Source: an optimization exercise on an open RTL-to-GDS flow (aim: small area). Production flows keep margins and buffers that such runs may drop.
Only simulation tests tie the RTL to the original design; equivalence was not proved.
The clock port is modelled as an ideal driver; clocking choices that lean on that would not hold on a real chip.
No activity file was given, so power comes from the tool's default toggle rates.

==> flow/design.v <==
module VGA(CLOCK_50, reset, VGA_R, VGA_G, VGA_B, VGA_HS, VGA_VS, SW, PaddleBtn, PauseBtn, HEX0_D, HEX1_D, HEX2_D, LEDG);
input		wire				CLOCK_50;
input		wire				reset;
input 	wire	[9:0]		SW;
input		wire	[1:0]		PaddleBtn;
input		wire				PauseBtn;
output 	wire 	[2:0]		LEDG;
output 	wire 	[6:0]		HEX0_D;
output 	wire 	[6:0]		HEX1_D;
output 	wire 	[6:0]		HEX2_D;
output	wire	[3:0]		VGA_R;
output	wire	[3:0]		VGA_G;
output	wire	[3:0]		VGA_B;
output	wire	[0:0]		VGA_HS;
output	wire	[0:0]		VGA_VS;
function [10:0] add;
	input [10:0] a;
	input [10:0] b;
	input        ci;
	integer i;
	reg c;
	begin
		c = ci;
		for (i = 0; i < 11; i = i + 1) begin
			add[i] = a[i] ^ b[i] ^ c;
			c = (a[i] & b[i]) | (c & (a[i] ^ b[i]));
		end
	end
endfunction
function [9:0] updn;
	input [9:0] q;
	input       en;
	input       dn;
	integer i;
	reg c;
	begin
		c = en;
		for (i = 0; i < 10; i = i + 1) begin
			updn[i] = q[i] ^ c;
			c = c & (q[i] ^ dn);
		end
	end
endfunction
function ltu;
	input [10:0] a;
	input [10:0] b;
	integer i;
	reg lt;
	begin
		lt = 1'b0;
		for (i = 0; i < 11; i = i + 1)
			lt = (~a[i] & b[i]) | (~(a[i] ^ b[i]) & lt);
		ltu = lt;
	end
endfunction
reg [9:0] hx;
reg [9:0] vy;
reg       vs_r;
wire      hend = (hx == 10'd640);
wire [9:0] hx_i = updn(hx, 1'b1, 1'b0);
wire [9:0] vy_i = updn(vy, 1'b1, 1'b0);
always @(posedge CLOCK_50) begin
	if (reset) begin
		hx <= 10'd864;
		vy <= 10'd979;
	end else if (hend) begin
		hx <= 10'd865;
		vy <= (vy == 10'd480) ? 10'd980 : vy_i;
	end else
		hx <= hx_i;
end
always @(posedge CLOCK_50) begin
	if (reset)               vs_r <= 1'b1;
	else if (vy == 10'd989)  vs_r <= 1'b0;
	else if (vy == 10'd991)  vs_r <= 1'b1;
end
assign VGA_HS = ~(~ltu({1'b0, hx}, 11'd881) & ltu({1'b0, hx}, 11'd977));
assign VGA_VS = vs_r;
reg [9:0] bx;         
reg [9:0] by;         
reg       vr;         
reg       vu;         
reg       vd;         
reg [3:0] s1;         
reg [3:0] s2;         
reg [8:0] p1;         
reg [8:0] p2m;        
reg [8:0] p2a;        
reg       pause;
wire [8:0] p2 = SW[8] ? p2a : p2m;
reg [8:0]  c20;
reg        c20h;
reg [7:0]  c30;
reg [11:0] tlo;
reg [9:0]  thi;
reg        clk_q;
wire dclr  = reset | SW[9];
wire c20_z = (c20 == 9'd0);
wire c20_l = (c20 == 9'd333);
wire c30_z = (c30 == 8'd0);
wire c30_l = (c30 == 8'd165);
always @(posedge CLOCK_50) begin
	if (dclr || c20_l) c20 <= 9'd0; else c20 <= {c20[7:0], ~(c20[8] ^ c20[4])};
	if (dclr) c20h <= 1'b0; else c20h <= c20h ^ c20_l;
	if (dclr || c30_l) c30 <= 8'd0; else c30 <= {c30[6:0], ~(c30[7] ^ c30[5] ^ c30[4] ^ c30[3])};
end
wire bx0   = (bx == 10'd0);
wire bx640 = (bx == 10'd640);
wire score = bx0 | bx640;
wire tlo_l = (tlo == 12'd2048);
wire [9:0] thi_i = updn(thi, tlo_l, 1'b0);
always @(posedge CLOCK_50) begin
	if (reset || score) begin
		tlo <= 12'd0;
		thi <= 10'd0;
	end else begin
		tlo <= {tlo[10:0], ~(tlo[11] ^ tlo[5] ^ tlo[3] ^ tlo[0]) ^ (&tlo[10:0])};
		thi <= thi_i;
	end
end
wire clk20 = c20_z;
wire clk10 = c20_z & ~c20h;
wire clk30 = c30_z;
wire gclk = ltu({1'b0, thi}, 11'd30) ? clk10 : ltu({1'b0, thi}, 11'd60) ? clk20 : clk30;
always @(posedge CLOCK_50) clk_q <= reset | gclk;
wire tick = gclk & ~clk_q;
always @(posedge CLOCK_50) begin
	if (reset) pause <= 1'b0;
	else if (tick) begin
		if (score) pause <= 1'b1;
		else if (!PauseBtn) pause <= 1'b0;
	end
end
assign LEDG = {2'b00, pause};
wire [10:0] e1 = add({1'b0, by}, ~{2'b00, p1}, 1'b1) ^ 11'h400;
wire [10:0] e2 = add({1'b0, by}, ~{2'b00, p2}, 1'b1) ^ 11'h400;
wire play  = tick & ~pause;
wire p1_up = ltu({2'b00, p1}, 11'd420);
wire p1_dn = |p1;
wire p1_en = play & ~SW[0] & (~PaddleBtn[0] ? p1_up : ~PaddleBtn[1] & p1_dn);
wire [9:0] p1_n = updn({1'b0, p1}, p1_en, PaddleBtn[0]);
wire p2_up = ltu({2'b00, p2m}, 11'd420);
wire p2_dn = |p2m;
wire p2_en = play & SW[0] & ~SW[8] & (~PaddleBtn[0] ? p2_up : ~PaddleBtn[1] & p2_dn);
wire [9:0] p2m_n = updn({1'b0, p2m}, p2_en, PaddleBtn[0]);
wire by_ai  = ~ltu({1'b0, by}, 11'd30) & ltu({1'b0, by}, 11'd451);
wire ai_dec = ltu(e2, (11'h400 + (-9)));
wire ai_inc = ~ltu(e2, (11'h400 + (61)));
wire ai_en  = tick & SW[8] & by_ai & (ai_dec | ai_inc);
wire [9:0] p2a_n = updn({1'b0, p2a}, ai_en, ai_dec);
always @(posedge CLOCK_50) begin
	if (reset) begin
		p1  <= 9'd210;
		p2m <= 9'd210;
		p2a <= 9'd210;
	end else begin
		p1  <= p1_n[8:0];
		p2m <= p2m_n[8:0];
		p2a <= p2a_n[8:0];
	end
end
wire hit1  = ~ltu({2'b00, p1}, 11'd9) & ~ltu(e1, (11'h400 + (-9))) & ltu(e1, (11'h400 + (61)));
wire sec1a = ltu(e1, (11'h400 + (15)));
wire sec1b = ltu(e1, (11'h400 + (37)));
wire hit2  = ~ltu({2'b00, p2}, 11'd9) & ~ai_dec & ~ai_inc;
wire sec2a = ltu(e2, (11'h400 + (15)));
wire sec2b = ltu(e2, (11'h400 + (37)));
reg       nr, nu, nd;
reg [3:0] ns1, ns2;
always @(*) begin
	nr = vr; nu = vu; nd = vd;
	ns1 = s1; ns2 = s2;
	if (by == 10'd0) begin
		nr = vr & vu; nu = 1'b0; nd = 1'b1;
	end else if (by == 10'd470) begin
		nr = vr & vd; nu = 1'b1; nd = 1'b0;
	end
	if (bx == 10'd9) begin
		if (hit1) begin
			nr = 1'b1; nu = sec1a; nd = ~sec1b;
		end
	end else if (bx == 10'd621) begin
		if (hit2) begin
			nr = 1'b0; nu = sec2a; nd = ~sec2b;
		end
	end
	if (bx0) begin
		nr = 1'b0; nu = 1'b0; nd = 1'b0;
		ns2 = (s2 == 4'd9) ? 4'd0 : s2 + 4'd1;
	end else if (bx640) begin
		nr = 1'b1; nu = 1'b0; nd = 1'b0;
		ns1 = (s1 == 4'd9) ? 4'd0 : s1 + 4'd1;
	end
end
wire [9:0] bx_n = updn(bx, play, ~nr);
wire [9:0] by_n = updn(by, play & (nu | nd), nu);
always @(posedge CLOCK_50) begin
	if (reset) begin
		bx <= 10'd320; by <= 10'd235;
		vr <= 1'b1; vu <= 1'b0; vd <= 1'b0;
		s1 <= 4'd0; s2 <= 4'd0;
	end else if (play & score) begin
		bx <= bx640 ? 10'd321 : 10'd319; by <= 10'd235;
		vr <= nr; vu <= nu; vd <= nd;
		s1 <= ns1; s2 <= ns2;
	end else begin
		bx <= bx_n; by <= by_n;
		if (play) begin
			vr <= nr; vu <= nu; vd <= nd;
		end
	end
end
function [6:0] seg;
	input [3:0] v;
	begin
		seg[0] = (~v[3] & ~v[2] & ~v[1] & v[0]) | (v[2] & ~v[1] & ~v[0]);
		seg[1] = v[2] & (v[1] ^ v[0]);
		seg[2] = ~v[2] & v[1] & ~v[0];
		seg[3] = seg[0] | (v[2] & v[1] & v[0]);
		seg[4] = (v[2] & ~v[1]) | v[0];
		seg[5] = (~v[3] & ~v[2] & v[0]) | (~v[2] & v[1]) | (v[1] & v[0]);
		seg[6] = (~v[3] & ~v[2] & ~v[1]) | (v[2] & v[1] & v[0]);
	end
endfunction
assign HEX0_D = seg(s2);
assign HEX2_D = seg(s1);
assign HEX1_D = 7'b0111111;
wire [8:0]  pv  = hx[9] ? p2 : p1;
wire [10:0] dpy = add({2'b00, vy[8:0]}, ~{2'b00, pv}, 1'b0);
wire [10:0] dbx = add({1'b0, hx}, ~{1'b0, bx}, 1'b0);
wire [10:0] dby = add({2'b00, vy[8:0]}, ~{2'b00, by[8:0]}, 1'b0);
wire in_px   = (~hx[9] & ~hx[8] & ~hx[7] & ~hx[6] & ~hx[5] & ~hx[4] & (hx[3:0] != 4'd0) & ltu({7'd0, hx[3:0]}, 11'd10))
             | (hx[9] & ~hx[8] & hx[6] & hx[5] & hx[4] & (hx[3] | (hx[2] & hx[1] & hx[0])));
wire in_py   = ~dpy[10] & ltu(dpy, 11'd59);
wire in_bx   = ~dbx[10] & (dbx[9:4] == 6'd0) & ~(dbx[3] & (dbx[2:0] != 3'd0));
wire in_by   = ~by[9] & ~dby[10] & (dby[9:4] == 6'd0) & ~(dby[3] & (dby[2:0] != 3'd0));
wire in_line = ((hx == 10'd325) || (hx == 10'd326)) && (vy[3:0] != 4'd0) && ltu({7'd0, vy[3:0]}, 11'd13);
wire vis = ~ltu({1'b0, hx}, 11'd1) & ltu({1'b0, hx}, 11'd641) & ltu({1'b0, vy}, 11'd480);
reg pix0, pix1, pix2;
always @(posedge CLOCK_50) begin
	pix0 <= (in_px & in_py) | (in_bx & in_by) | in_line;
	pix1 <= pix0;
	pix2 <= ~reset & vis & pix1;
end
assign VGA_R = {4{pix2}};
assign VGA_G = {4{pix2}};
assign VGA_B = {4{pix2}};
endmodule
export LEC_CHECK = 0
export CAP_MARGIN = 20
export CORE_MARGIN = 2
export CORE_UTILIZATION = 40
export SLEW_MARGIN = 20
create_clock -name core_clock -period 10.0 [get_ports {CLOCK_50}]
standard.sh (not shown) runs the stock make flow with config.mk's settings and CLKGATE_MAP_FILE= SYNTH_SCRIPT=/design/flow/synth_recipe.tcl, a recipe that flattens the netlist after the stock synthesis.
==> flow/flow/run.sh <==
#!/bin/bash
# Own layout flow: the standard synthesis, then an area-oriented re-mapping
# of the combinational logic (registers, full adders and tie cells kept as they
# are), then the standard ORFS layout with small port buffers, one tie cell
# per constant value and a lighter clock tree.  Each tool writes its full
# output to a log_*.txt file here.
set -euo pipefail
W="$(cd "$(dirname "${BASH_SOURCE[0]}")/.." && pwd)"
cd "$W"
R="$W/orfs/results/${FLOW_PLATFORM:-sky130hd}/VGA/base"
LIB="$FLOW_HOME/platforms/sky130hd/lib/sky130_fd_sc_hd__tt_025C_1v80.lib"

# 1. standard synthesis
bash standard.sh synth > log_1_synth.txt 2>&1
cp "$R/1_2_yosys.v" "$W/standard_1_2_yosys.v"

# 2. re-map the combinational logic for area
DU=""
for c in $(sed -n '/^export DONT_USE_CELLS/,/^#/p' "$FLOW_HOME/platforms/sky130hd/config.mk" | grep -o 'sky130_fd_sc_hd__[a-z0-9_]*'); do
	DU="$DU -dont_use $c"
done
# ABC's deepsyn is randomised: run it with four seeds in parallel and keep
# the smallest netlist.
for S in 1 2 3 4; do
	cat > "$W/area_$S.abc" <<EOA
strash
&get -n
&st
&deepsyn -T 40 -S $S
&put
dch -f
amap
topo
EOA
	cat > "$W/resyn_$S.ys" <<EOY
read_liberty -ignore_miss_func $LIB
blackbox sky130_fd_sc_hd__dfxtp_1 sky130_fd_sc_hd__conb_1 sky130_fd_sc_hd__fa_1
read_verilog $W/standard_1_2_yosys.v
hierarchy -top VGA
flatten
opt_clean -purge
abc -liberty $LIB $DU -script $W/area_$S.abc
read_liberty -lib -overwrite -ignore_miss_func $LIB
opt_clean -purge
hilomap -singleton -hicell sky130_fd_sc_hd__conb_1 HI -locell sky130_fd_sc_hd__conb_1 LO
insbuf -buf sky130_fd_sc_hd__buf_1 A X
splitnets
opt_clean -purge
check -assert
tee -o $W/resyn_stat_$S.txt stat -liberty $LIB
write_verilog -noattr -nohex -nodec $W/resyn_$S.v
EOY
	yosys -s "$W/resyn_$S.ys" > "log_2_resyn_$S.txt" 2>&1 &
done
wait
best=$(for S in 1 2 3 4; do
	a=$(grep "Chip area" "$W/resyn_stat_$S.txt" 2>/dev/null | awk '{print $NF}')
	if [[ -n "$a" ]]; then echo "$a $S"; fi
done | sort -g | head -n 1 | awk '{print $2}')
best_area=$(grep "Chip area" "$W/resyn_stat_$best.txt" | awk '{print $NF}')
echo "kept seed $best, area $best_area" > log_2_resyn_choice.txt
cp "$W/resyn_$best.v" "$R/1_2_yosys.v"

# 3. rebuild the synthesis database from the new netlist
bash standard.sh do-1_synth > log_3_synth_odb.txt 2>&1

# 4. the rest of the standard layout
bash standard.sh finish \
	"BUFFER_PORTS_ARGS=-buffer_cell sky130_fd_sc_hd__buf_1" \
	"SKIP_REPAIR_TIE_FANOUT=1" \
	"POST_CTS_TCL=$W/flow/post_cts.tcl" \
	"CTS_ARGS=-sink_clustering_enable -repair_clock_nets -buf_list sky130_fd_sc_hd__clkbuf_8 -dont_use_dummy_load" \
	> log_4_layout.txt 2>&1
==> flow/flow/post_cts.tcl <==
# After clock tree synthesis: leaf clock buffers that drive six flip-flops or
# fewer are swapped from clkbuf_8 to clkbuf_4 (smaller; their clock-pin slew
# stays well under the limit).
set n 0
foreach inst [get_cells clkbuf_*] {
  set m [get_property $inst ref_name]
  if {$m != "sky130_fd_sc_hd__clkbuf_8"} { continue }
  set out [get_pins -of_objects $inst -filter "direction == output"]
  set net [get_nets -of_objects $out]
  set loads [get_pins -of_objects $net -filter "direction == input"]
  set nff 0
  set nother 0
  foreach l $loads {
    if {[string match "*dfxtp*" [get_property [get_cells -of_objects $l] ref_name]]} { incr nff } else { incr nother }
  }
  if {$nother == 0 && $nff <= 6} {
    replace_cell $inst sky130_fd_sc_hd__clkbuf_4
    incr n
  }
}
puts "post_cts: resized $n leaf clock buffers"
Edit:
--- a/flow/flow/post_cts.tcl
+++ b/flow/flow/post_cts.tcl
@@ -1,2 +1,2 @@
-# After clock tree synthesis: leaf clock buffers that drive six flip-flops or
+# After clock tree synthesis: leaf clock buffers that drive nine flip-flops or
 # fewer are swapped from clkbuf_8 to clkbuf_4 (smaller; their clock-pin slew
@@ -15,3 +15,3 @@
   }
-  if {$nother == 0 && $nff <= 6} {
+  if {$nother == 0 && $nff <= 9} {
     replace_cell $inst sky130_fd_sc_hd__clkbuf_4
=> Synthesized cell count rose by about 0.55%. Cell area fell by 0.64%. Setup slack gains 0.024 ns. Non-clock buffer count is unchanged. Critical path depth rose by 5. Utilization fell by 0.28 points. Wire length fell by about 6.5%. Via count fell by 2.4%. Worst hold slack gains 0.0049 ns. Clock-buffer cell count stays the same.
Edit:
--- a/flow/flow/run.sh
+++ b/flow/flow/run.sh
@@ -4,4 +4,3 @@
 # are), then the standard ORFS layout with small port buffers, one tie cell
-# per constant value and a lighter clock tree.  Each tool writes its full
-# output to a log_*.txt file here.
+# per constant value and a lighter clock tree.  Each tool writes its full output to a log_*.txt file here.
 set -euo pipefail
--- a/flow/flow/post_cts.tcl
+++ b/flow/flow/post_cts.tcl
@@ -1,2 +1,2 @@
-# After clock tree synthesis: leaf clock buffers that drive nine flip-flops or
+# After clock tree synthesis: leaf clock buffers that drive six flip-flops or
 # fewer are swapped from clkbuf_8 to clkbuf_4 (smaller; their clock-pin slew
@@ -15,3 +15,3 @@
   }
-  if {$nother == 0 && $nff <= 9} {
+  if {$nother == 0 && $nff <= 6} {
     replace_cell $inst sky130_fd_sc_hd__clkbuf_4
=> The changed run finished clean; total power rises by about 5%; synthesized cell count stays the same; critical path depth does not change; die area stays the same.
Edit:
--- a/flow/flow/run.sh
+++ b/flow/flow/run.sh
@@ -4,3 +4,4 @@
 # are), then the standard ORFS layout with small port buffers, one tie cell
-# per constant value and a lighter clock tree.  Each tool writes its full output to a log_*.txt file here.
+# per constant value and a lighter clock tree.  Each tool writes its full
+# output to a log_*.txt file here.
 set -euo pipefail
@@ -69,2 +70,3 @@
 	"SKIP_REPAIR_TIE_FANOUT=1" \
+	"GPL_TIMING_DRIVEN=0" \
 	"POST_CTS_TCL=$W/flow/post_cts.tcl" \
=>
- sequential share of layout area shrinks by 0.58 points
- design area increases by 1.8%
- wire length climbs by 0.49%
- via count rises by 2.4%
- worst hold slack is worse by 0.028 ns
- synthesized area does not change
- power hardly moves
- setup slack is worse by 0.61 ns
- clock skew went up by 0.0077 ns

-- static timing again, ports no longer ideal --
The results above use ideal ports. As a check the final layouts listed here were re-extracted and re-timed, cells and wires unchanged.
Step 1 sets driving cells, clkbuf_16 on the clock port and buf_2 on the other inputs (assumed; they add their load-dependent delay and slew).
Step 2 times the ports against the registers' clock, not the clock port: input delays grow and output delays shrink by t, the midpoint of the rising clock arrivals with the driver on.
a / b / c = ideal / step 1 / step 2; a / b = the first two.
run | t (ns) | setup WS [ns] | worst setup path at the end | worst register clock-pin slew, ns | worst slew at a driven data input, ns
the first run | 0.467 | 1.439 / 1.451 / 0.984 | input to register | 0.08 / 0.08 | 0.03
the second run | 0.443 | 1.463 / 1.462 / 1.020 | input to register | 0.10 / 0.10 | 0.04
the third run | 0.456 | 1.461 / 1.461 / 1.005 | input to register | 0.08 / 0.08 | 0.04
the fourth run | 0.465 | 0.855 / 0.865 / 0.401 | input to register | 0.09 / 0.09 | 0.03
After both steps every run listed still meets setup and hold. The setup slack of the third run, which loses most, moves by 0.000 ns with the drivers and by -0.456 ns with both steps.
